Context: an optimization exercise on an open-source flow, tuned for small area. The choices shown serve that exercise and are no tape-out recipe.
Only simulation tests tie the RTL to the original design; equivalence was not proved.
Power figures rest on the tool's default switching activity, not on a simulated workload.

==> flow/design.v (excerpt) <==
module design_5 #(parameter width = 8, parameter cwidth = 4)(
  input [width-1:0] OPA, OPB,
  input CLK, RST, CE, MODE, CIN,
  input [1:0] INP_VALID,
  input [cwidth-1:0] CMD,
  output [2*width:0] RES,
  output OFLOW,
  output COUT,
  output G,
  output L,
  output E,
  output ERR
);
  localparam [4:0] C_ZERO = 5'b00000;
  localparam [4:0] C_AND  = 5'b01000, C_NAND = 5'b00111, C_OR   = 5'b01110, C_NOR = 5'b00001;
  localparam [4:0] C_XOR  = 5'b00110, C_XNOR = 5'b01001, C_NOTA = 5'b00011, C_NOTB = 5'b00101;
  localparam [4:0] C_ADD  = 5'b10000, C_ADD1 = 5'b10001, C_SUB1 = 5'b10010, C_SUB  = 5'b10011;
  localparam [4:0] C_SADD = 5'b10100, C_SSUB = 5'b10111, C_IDA  = 5'b10110, C_IDB  = 5'b10101;
  localparam [4:0] C_IMUL = 5'b11000, C_SMUL = 5'b11001, C_SHB  = 5'b11010, C_CMP  = 5'b11011;
  localparam [4:0] C_ROT  = 5'b11100, C_SHA  = 5'b11110;
  reg [4:0] code;
  always @* begin
    code = C_ZERO;
    case ({INP_VALID, MODE, CMD})
      7'b11_1_0000: code = C_ADD;
      7'b11_1_0001: code = C_SUB;
      7'b11_1_0010: code = CIN ? C_ADD1 : C_ADD;
      7'b11_1_0011: code = CIN ? C_SUB1 : C_SUB;
      7'b11_1_1000: code = C_CMP;
      7'b11_1_1001: code = C_IMUL;
      7'b11_1_1010: code = C_SMUL;
      7'b11_1_1011: code = C_SADD;
      7'b11_1_1100: code = C_SSUB;
      7'b01_1_0100: code = C_IDA;
      7'b01_1_0101: code = C_IDA;
      7'b10_1_0110: code = C_IDB;
      7'b10_1_0111: code = C_IDB;
      7'b11_0_0000: code = C_AND;
      7'b11_0_0001: code = C_NAND;
      7'b11_0_0010: code = C_OR;
      7'b11_0_0011: code = C_NOR;
      7'b11_0_0100: code = C_XOR;
      7'b11_0_0101: code = C_XNOR;
      7'b11_0_1100: code = C_ROT;
      7'b11_0_1101: code = C_ROT;
      7'b01_0_0110: code = C_NOTA;
      7'b01_0_1000: code = C_SHA;
      7'b01_0_1001: code = C_SHA;
      7'b10_0_0111: code = C_NOTB;
      7'b10_0_1010: code = C_SHB;
      7'b10_0_1011: code = C_SHB;
      default:      code = C_ZERO;
    endcase
  end
  wire [7:0] a_in = {OPA[7:1], INP_VALID == 2'b10 ? CMD[0] : OPA[0]};
  wire ror_in = {INP_VALID, MODE, CMD} == 7'b11_0_1101;
  ...
Size in the first run: roughly 510 cells after synthesis, ~5000 sq um of cells after synthesis.
clock: 8.0 ns
lec_check: 0
abc_area: 1
cap_margin: 20
core_margin: 2
core_utilization: 40
slew_margin: 20
synth_hierarchical: 1
synth_minimum_keep_size: 0
standard.sh (not shown) runs the stock make flow with config.mk's settings and CLKGATE_MAP_FILE= SYNTH_SCRIPT=/design/flow/synth_recipe.tcl, a recipe that flattens the netlist after the stock synthesis.
==> flow/flow/run.sh <==
#!/bin/bash
# Layout flow: the standard flow (standard.sh) with two changes:
#  - synthesis is the standard synthesis script (synth_recipe.tcl) with only
#    the ABC mapping script replaced by flow/area.abc (area-oriented mapping);
#  - the port buffers that placement inserts use sky130_fd_sc_hd__buf_1.
# Each tool's full output goes to a log file in this folder.
set -euo pipefail
W=$(pwd)
export MY_ABC_SCRIPT="$W/flow/area.abc"
{
  cat <<'TCL'
proc abc {args} {
  set i [lsearch -exact $args -script]
  if { $i >= 0 } { lset args [expr {$i + 1}] $::env(MY_ABC_SCRIPT) }
  yosys abc {*}$args
}
TCL
  cat "$W/synth_recipe.tcl"
} > "$W/own_synth.tcl"
bash "$W/standard.sh" finish "SYNTH_SCRIPT=$W/own_synth.tcl" \
  "BUFFER_PORTS_ARGS=-buffer_cell sky130_fd_sc_hd__buf_1" > "$W/flow_make.log" 2>&1
==> flow/flow/area.abc <==
&get -n
&st
&dc2
&dch -f
&nf -a
&put
topo
Edit:
==> flow/run.sh (new file) <==
#!/bin/bash
# synth_recipe.tcl (not shown) runs the flow's synth.tcl, then flattens the netlist and writes it again
# the make line also repeats each setting of config.mk as NAME=value (left out here)
make -C /OpenROAD-flow-scripts/flow DESIGN_CONFIG=/design/flow/config.mk WORK_HOME=/design/flow/orfs CLKGATE_MAP_FILE= SYNTH_SCRIPT=/design/flow/synth_recipe.tcl finish
removed: flow/flow/run.sh
removed: flow/flow/area.abc
removed: flow/standard.sh
Outcome: Synthesized area increases by 8.6%; via count increases by 8.2%; combinational power increases by 150%.

========
## job 6435
design_5, a different RTL version from the one above (not shown whole).
Size: ~40 flip-flops, roughly 4800 um^2 of cells after synthesis.
clock: 8.0 ns
lec_check: 0
abc_area: 1
cap_margin: 20
core_margin: 2
core_utilization: 40
cts_buf_list: sky130_fd_sc_hd__clkbuf_8
cts_cluster_diameter: 500
cts_cluster_size: 50
gpl_timing_driven: 0
slew_margin: 20
synth_hierarchical: 1
synth_minimum_keep_size: 0
==> flow/flow/run.sh <==
#!/bin/bash
set -euo pipefail
W=$(pwd)
export MY_ABC_SCRIPT="$W/flow/area.abc"
{
  cat <<'TCL'
proc abc {args} {
  set i [lsearch -exact $args -script]
  if { $i >= 0 } { lset args [expr {$i + 1}] $::env(MY_ABC_SCRIPT) }
  yosys abc {*}$args
}
TCL
  cat "$W/synth_recipe.tcl"
} > "$W/own_synth.tcl"
bash "$W/standard.sh" finish "SYNTH_SCRIPT=$W/own_synth.tcl" \
  "BUFFER_PORTS_ARGS=-buffer_cell sky130_fd_sc_hd__buf_1" \
  "CTS_ARGS=-sink_clustering_enable -repair_clock_nets -sink_clustering_size 50 -sink_clustering_max_diameter 500 -buf_list sky130_fd_sc_hd__clkbuf_8 -dont_use_dummy_load" \
  > "$W/flow_make.log" 2>&1
==> flow/flow/area.abc <==
&get -n
&st
&dc2
&dch -f
&nf -a
&put
topo
Job 6435 completed every stage of the flow, and the final layout passed the timing, DRC and antenna checks.
## Diff of input files: job 6855 against job 6435
==> flow/flow/run.sh <==
#!/bin/bash
# Layout flow: the standard flow (standard.sh) with two changes:
#  - synthesis is the standard synthesis script (synth_recipe.tcl) with only
#    the ABC mapping script replaced by flow/area.abc (area-oriented mapping);
#  - the port buffers that placement inserts use sky130_fd_sc_hd__buf_1.
# Each tool's full output goes to a log file in this folder.
set -euo pipefail
W=$(pwd)
export MY_ABC_SCRIPT="$W/flow/area.abc"
{
  cat <<'TCL'
proc abc {args} {
  set i [lsearch -exact $args -script]
  if { $i >= 0 } { lset args [expr {$i + 1}] $::env(MY_ABC_SCRIPT) }
  yosys abc {*}$args
}
TCL
  cat "$W/synth_recipe.tcl"
} > "$W/own_synth.tcl"
bash "$W/standard.sh" finish "SYNTH_SCRIPT=$W/own_synth.tcl" \
  "BUFFER_PORTS_ARGS=-buffer_cell sky130_fd_sc_hd__buf_1" > "$W/flow_make.log" 2>&1
==> comparison <==
Job 6855 and job 6435 ended up with nearly the same multiplexer share of the synthesized area.
Job 6855 against job 6435; standby leakage power is up slightly.
Job 6855 against job 6435: I/O pin total was more or less identical, sequential share of layout area went down by 0.17 points, total number of cells along the worst setup path went up by 2.
## Diff of input files: job 8926 against job 6855
==> flow/flow/area.abc <==
strash
dc2
dch -f
amap
topo
### Flow results
Job 8926 vs job 6855, core region area went down by 49 um^2. On via count: between job 6855 and job 8926, it ends up lower for job 6855. Met1 usage in global routing, job 6855 and job 8926: lower on job 6855.
Input changes introduced in job 2514 (baseline for comparison: job 8926):
==> flow/flow/run.sh <==
#!/bin/bash
set -euo pipefail
W=$(pwd)
export MY_ABC_SCRIPT="$W/flow/area.abc"
{
  cat <<'TCL'
proc abc {args} {
  set i [lsearch -exact $args -script]
  if { $i >= 0 } { lset args [expr {$i + 1}] $::env(MY_ABC_SCRIPT) }
  yosys abc {*}$args
}
TCL
  cat "$W/synth_recipe.tcl"
} > "$W/own_synth.tcl"
bash "$W/standard.sh" finish "SYNTH_SCRIPT=$W/own_synth.tcl" \
  "BUFFER_PORTS_ARGS=-buffer_cell sky130_fd_sc_hd__buf_1" \
  "CTS_ARGS=-sink_clustering_enable -repair_clock_nets -sink_clustering_size 50 -sink_clustering_max_diameter 500 -buf_list sky130_fd_sc_hd__clkbuf_8 -dont_use_dummy_load" \
  > "$W/flow_make.log" 2>&1
==> flow/flow/area.abc <==
&get -n
&st
&dc2
&dch -f
&nf -a
&put
topo
Of the two values seen for start point of the critical path, op[1] was produced by job 8926 and op[0] by job 2514.
The number of global-route vias before repair in job 2514 was lower than what job 8926 gave.
Between job 8926 and job 2514, global routing usage on met3 increased.
Diff job 8926 -> job 2514: pin count of the biggest net entering global routing climbed 7, flip-flop and latch area barely changed, post-route cell area dropped about 1.6%, part of the Yosys area used for sequential elements barely changed.
| sequential group share of total power | lower: job 8926 |
Taking job 8926 as the reference, in job 2514 global-route usage went down; number of cells in the design after placement went down; smallest hold slack went up; area of the mapped netlist went up.

========
build 26:
Another version of the RTL of design_5 (not shown whole).
Size in the first run: roughly 510 cells after synthesis, ~40 flip-flops, about 0.0048 sq mm of cells after synthesis.
==> flow/design.v (excerpt) <==
module design_5 #(parameter width = 8, parameter cwidth = 4)(
  input [width-1:0] OPA, OPB,
  input CLK, RST, CE, MODE, CIN,
  input [1:0] INP_VALID,
  input [cwidth-1:0] CMD,
  output reg [2*width:0] RES,
  output OFLOW,
  output COUT,
  output G,
  output L,
  output E,
  output ERR
);
==> flow/config.mk <==
export PLATFORM = sky130hd
export DESIGN_NAME = design_5
export DESIGN_NICKNAME = design_5
export VERILOG_FILES = /design/flow/design.v
export SDC_FILE = /design/flow/constraint.sdc
export NUM_CORES = 4
export LEC_CHECK = 0
export ABC_AREA = 1
export CAP_MARGIN = 20
export CORE_MARGIN = 2
export CORE_UTILIZATION = 40
export CTS_BUF_LIST = sky130_fd_sc_hd__clkbuf_8
export GPL_TIMING_DRIVEN = 0
export SLEW_MARGIN = 20
export SYNTH_HIERARCHICAL = 1
export SYNTH_MINIMUM_KEEP_SIZE = 0
==> flow/constraint.sdc <==
create_clock -name core_clock -period 8.0 [get_ports {CLK}]
set_input_delay 1.6000 -clock core_clock [delete_from_list [all_inputs] [get_ports {CLK}]]
set_output_delay 1.6000 -clock core_clock [all_outputs]
set_load 0.01 [all_outputs]
==> flow/flow/run.sh <==
#!/bin/bash
# Layout flow: the standard flow (standard.sh) with two changes:
#  - synthesis is the standard synthesis script (synth_recipe.tcl) with only
#    the ABC mapping script replaced by flow/area.abc (area-oriented mapping);
#  - the port buffers that placement inserts use sky130_fd_sc_hd__buf_1.
# Each tool's full output goes to a log file in this folder.
set -euo pipefail
W=$(pwd)
export MY_ABC_SCRIPT="$W/flow/area.abc"
{
  cat <<'TCL'
proc abc {args} {
  set i [lsearch -exact $args -script]
  if { $i >= 0 } { lset args [expr {$i + 1}] $::env(MY_ABC_SCRIPT) }
  yosys abc {*}$args
}
TCL
  cat "$W/synth_recipe.tcl"
} > "$W/own_synth.tcl"
bash "$W/standard.sh" finish "SYNTH_SCRIPT=$W/own_synth.tcl" \
  "BUFFER_PORTS_ARGS=-buffer_cell sky130_fd_sc_hd__buf_1" > "$W/flow_make.log" 2>&1
==> flow/flow/area.abc <==
&get -n
&st
&dc2
&dch -f
&nf -a
&put
topo
The inputs of build 63 differ from those of build 26 as listed below.
Settings: putting CTS_CLUSTER_DIAMETER at 500 where nothing was set; putting CTS_CLUSTER_SIZE at 50 where nothing was set; clearing GPL_TIMING_DRIVEN, which used to be 0.
### Flow results
- On overall routing resource usage: build 63 sits above build 26.
- Delta (build 63 minus build 26): detailed placer's ending HPWL rose by 8.6%, setup slack of the critical path after layout +0.17 ns, share of the cycle needed by the critical path after routing went down, number of nets produced by synthesis level.
- Build 26 → build 63: global-route wire length before repair saw an increase; post-layout minimum cycle time saw a decrease; wire length saw an increase; switching power saw a decrease; number of instances in the synthesized netlist saw little to no change.
- Run comparison: build 63 cell at the slowest stage of the critical path dfrtp_1; build 26 cell at the slowest stage of the critical path dfrtp_2
- Maximum frequency (build 63 over build 26): increase, about 2.3%

==> what the ideal ports hide <==
In the flow no input, the clock included, has a driving cell. The finished layouts below were timed again as built, in two steps. Step 1, drivers: a clkbuf_16 drives CLK and a buf_2 each remaining input, both assumed. Step 2 moves the port delays by t, midway between the first and last clock arrival at a register: inputs arrive t later, outputs are due t later. That takes back most of the time a late clock gives input paths. Slacks: ideal / step 1 / step 2; pairs: ideal / step 1.
run | t, ns | setup WS [ns] | worst data-port slew with drivers (ns) | cell pins on the clock port's net
the first run of note 1 | 0.311 | 0.320 / 0.320 / 0.320 | 0.03 | 1
the second run of note 1 | 0.325 | 0.454 / 0.454 / 0.454 | 0.03 | 1
job 6435 | 0.321 | 0.311 / 0.311 / 0.311 | 0.03 | 1
job 6855 | 0.331 | 0.391 / 0.391 / 0.391 | 0.03 | 1
job 8926 | 0.326 | 0.313 / 0.313 / 0.313 | 0.04 | 1
job 2514 | 0.321 | 0.311 / 0.311 / 0.311 | 0.03 | 1
build 26 | 0.333 | 0.273 / 0.273 / 0.273 | 0.04 | 1
build 63 | 0.333 | 0.447 / 0.447 / 0.447 | 0.04 | 1
After both steps setup and hold are still met in every run listed.
